From an optimization exercise on the open Yosys and OpenROAD flow, aimed at small area; shortcuts taken in it are not production practice.
Function was checked by simulation only, so behaviour that the tests miss may differ from the original.
The flow treats the clock pin as an ideal source, which a real chip does not have.
Power and IR drop assume default switching activity.

==> inputs of run C <==
Design vga_top, start of the top module:
module vga_top (
    input         clk,
    input         rst,
    input  [31:0] record,
    input  [ 6:0] state,
    output [ 3:0] red,
    output [ 3:0] green,
    output [ 3:0] blue,
    output        hs,
    output        vs
);
clock: 10.0 ns
lec_check: 0
cap_margin: 0
core_margin: 2
core_utilization: 65
slew_margin: 0
standard.sh (not shown) runs the stock make flow with config.mk's settings and CLKGATE_MAP_FILE= SYNTH_SCRIPT=/design/flow/synth_recipe.tcl, a recipe that flattens the netlist after the stock synthesis.
==> flow/flow/run.sh <==
#!/bin/bash
# Own layout flow: the standard ORFS flow (standard.sh, synth_recipe.tcl)
# with these changes:
#  - synthesis maps the logic with an area-oriented ABC script (flow/area.abc)
#    instead of ORFS's speed script (the RTL's logic is already optimised, see
#    gen/) and leaves adders as plain gates (no extract_fa); the rest of
#    synthesis is the standard flow's synth_recipe.tcl (same registers, flatten and rename);
#  - port buffers are buf_1 cells;
#  - CTS without dummy loads, with small clock buffers.
# Each step's full output goes to log_<step>.txt in the work folder.
set -uo pipefail
W=$PWD
{
  echo 'proc abc {args} {'
  echo '  set i [lsearch -exact $args -script]'
  echo '  if {$i >= 0} { set args [lreplace $args [expr {$i + 1}] [expr {$i + 1}] $::env(OWN_ABC_SCRIPT)] }'
  echo '  yosys abc {*}$args'
  echo '}'
  echo 'proc extract_fa {args} { puts "extract_fa skipped" }'
  cat "$W/synth_recipe.tcl"
} > "$W/own_synth.tcl"
sed -E "s#'?SYNTH_SCRIPT=[^ ]*#SYNTH_SCRIPT=$W/own_synth.tcl#" "$W/standard.sh" > "$W/own_standard.sh"
export OWN_ABC_SCRIPT="$W/flow/area.abc"
export BUFFER_PORTS_ARGS="-buffer_cell sky130_fd_sc_hd__buf_1"
export CTS_ARGS="-sink_clustering_enable -repair_clock_nets -dont_use_dummy_load -buf_list sky130_fd_sc_hd__clkbuf_8 -sink_clustering_size 30 -sink_clustering_max_diameter 100"
for t in synth floorplan place cts route finish; do
  echo "== $t"
  if ! bash "$W/own_standard.sh" "$t" > "$W/log_$t.txt" 2>&1; then
    echo "step $t failed"
    tail -40 "$W/log_$t.txt"
    exit 1
  fi
done
ls -l "$W/out"
==> flow/flow/area.abc <==
strash
dch -f
amap
topo
==> run M: changes against run C <==
--- a/flow/flow/run.sh
+++ b/flow/flow/run.sh
@@ -8,3 +8,5 @@
 #  - port buffers are buf_1 cells;
-#  - CTS without dummy loads, with small clock buffers.
+#  - CTS without dummy loads, with clkbuf_8 buffers; after CTS the root
+#    buffer, which drives only the leaf buffers, is shrunk to clkbuf_2
+#    (flow/root.tcl).
 # Each step's full output goes to log_<step>.txt in the work folder.
@@ -25,3 +27,19 @@
 export CTS_ARGS="-sink_clustering_enable -repair_clock_nets -dont_use_dummy_load -buf_list sky130_fd_sc_hd__clkbuf_8 -sink_clustering_size 30 -sink_clustering_max_diameter 100"
-for t in synth floorplan place cts route finish; do
+run_step() {
+  echo "== $1"
+  if ! bash "$W/own_standard.sh" "$1" > "$W/log_$1.txt" 2>&1; then
+    echo "step $1 failed"
+    tail -40 "$W/log_$1.txt"
+    exit 1
+  fi
+}
+R="$W/orfs/results/$FLOW_PLATFORM/vga_top/base"
+for t in synth floorplan place cts; do run_step "$t"; done
+echo "== root clock buffer"
+if ! LIB_FILE="$FLOW_HOME/platforms/sky130hd/lib/sky130_fd_sc_hd__tt_025C_1v80.lib" \
+  ODB_IN="$R/4_cts.odb" ODB_OUT="$R/4_cts.odb" ROOT_CELL=sky130_fd_sc_hd__clkbuf_2 \
+  openroad -no_init -exit "$W/flow/root.tcl" > "$W/log_rootbuf.txt" 2>&1; then
+  echo "root buffer step failed"; tail -40 "$W/log_rootbuf.txt"; exit 1
+fi
+for t in route finish; do
   echo "== $t"
==> flow/flow/root.tcl (new file) <==
# Shrink the clock tree's root buffer: it drives only the leaf clock buffers.
read_liberty $::env(LIB_FILE)
read_db $::env(ODB_IN)
set block [ord::get_db_block]
set root ""
foreach inst [$block getInsts] {
  set m [[$inst getMaster] getName]
  if {[string match "sky130_fd_sc_hd__clkbuf_*" $m]} {
    set net [[$inst findITerm A] getNet]
    if {$net ne "NULL" && [llength [$net getBTerms]] > 0} { set root $inst }
  }
}
if {$root ne ""} {
  puts "root clock buffer [$root getName] ([[$root getMaster] getName]) -> $::env(ROOT_CELL)"
  replace_cell [$root getName] $::env(ROOT_CELL)
}
write_db $::env(ODB_OUT)
==> summary.txt <==
- The worst pin sits at a relative slew slack of 46.3%.
- Internal power comes to 0.000124 W.
- The setup slack on the worst flop-to-flop path is 4.66 ns.
- For this run, the top clock speed supported by timing is 160 MHz.
- The flow ran to the end and the layout has no timing, DRC or antenna violations.
- The critical path goes through buf_1, clkinv_1, a2111oi_0, a41oi_1, a221oi_1, o221ai_1, a2111oi_0, a31oi_1, nor2_1, clkinv_1, nor2_1, nand2_1, o21ai_0, a21oi_1, o31ai_1, o311ai_0, o221a_1, nor4b_1, nor2_1, clkinv_1, nor2b_1, nor4b_1.
- The met3 wirelength from detailed routing is 661 µm.
- Summed over the clock group, the power is 0.0000482 W.
- The sum of routed wire segments on met1 is 2610 µm.
- The global-route usage over all layers is 37.4%.
- The global-route wire length before repair is 10900 µm.
- The multi-input logic portion of the cell area is 54.9%.
- For the worst setup path, the data arrival time is 6.33 ns.
Source of the figures above: run M

==> summary.txt <==
- The run finished with no timing, DRC or antenna violations.
- Total power for the finished layout comes to 0.000165 W.
- The mux cell area share after synthesis is 0%.
- Measured against its own limit, the worst slew margin works out to 47.4%.
- The die covers 3840 µm².
- The timing-limited maximum frequency is 160 MHz.
- Summed over the clock group, the power is 0.0000545 W.
- The met3 wirelength from detailed routing is 575 µm.
- Traced cell by cell, the critical path runs through buf_1, clkinv_1, a2111oi_0, a41oi_1, a221oi_1, o221ai_1, a2111oi_0, a31oi_1, nor2_1, clkinv_1, nor2_1, o21ai_0, a21oi_1, o31ai_1, o311ai_0, o221a_1, nor4b_1, nor2_1, clkinv_1, nor2b_1, nor4b_1.
- Global routing used 37.5% of the available tracks.
- The endpoint of the most critical register-to-register path is pix.
- For the worst setup path, the data arrival time is 6.28 ns.
- Among all flip-flop cells after synthesis, the most frequent one is sky130_fd_sc_hd__dfrtp_1.
- Internal power comes to 0.000130 W.
- In this run the register-to-register setup slack is 4.69 ns.
- The first global-routing pass estimated 10900 µm of wire.
Source of the figures above: run C

[static timing again, ports no longer ideal]
In the flow no input, the clock included, has a driving cell. The finished layouts below were timed again as built, in two steps.
Step 1: set_driving_cell puts a clkbuf_16 on clk and a buf_2 on each other input, an assumption about the parent block.
Step 2 times the ports against the registers' clock, not the clock port: input delays grow and output delays shrink by t, the midpoint of the rising clock arrivals with the driver on.
a / b / c = ideal / step 1 / step 2; a / b = the first two.
run | shift t [ns] | slack for setup (ns) | hold slack, ns | worst register clock-pin slew, ns
run C | 0.284 | 3.743 / 3.742 / 3.457 | 0.476 / 0.476 / 0.476 | 0.08 / 0.08
run M | 0.308 | 3.769 / 3.764 / 3.456 | 0.480 / 0.480 / 0.480 | 0.08 / 0.08
After both steps setup and hold are still met in every run listed. The setup slack of run M, which loses most, moves by -0.005 ns with the drivers and by -0.313 ns with both steps.
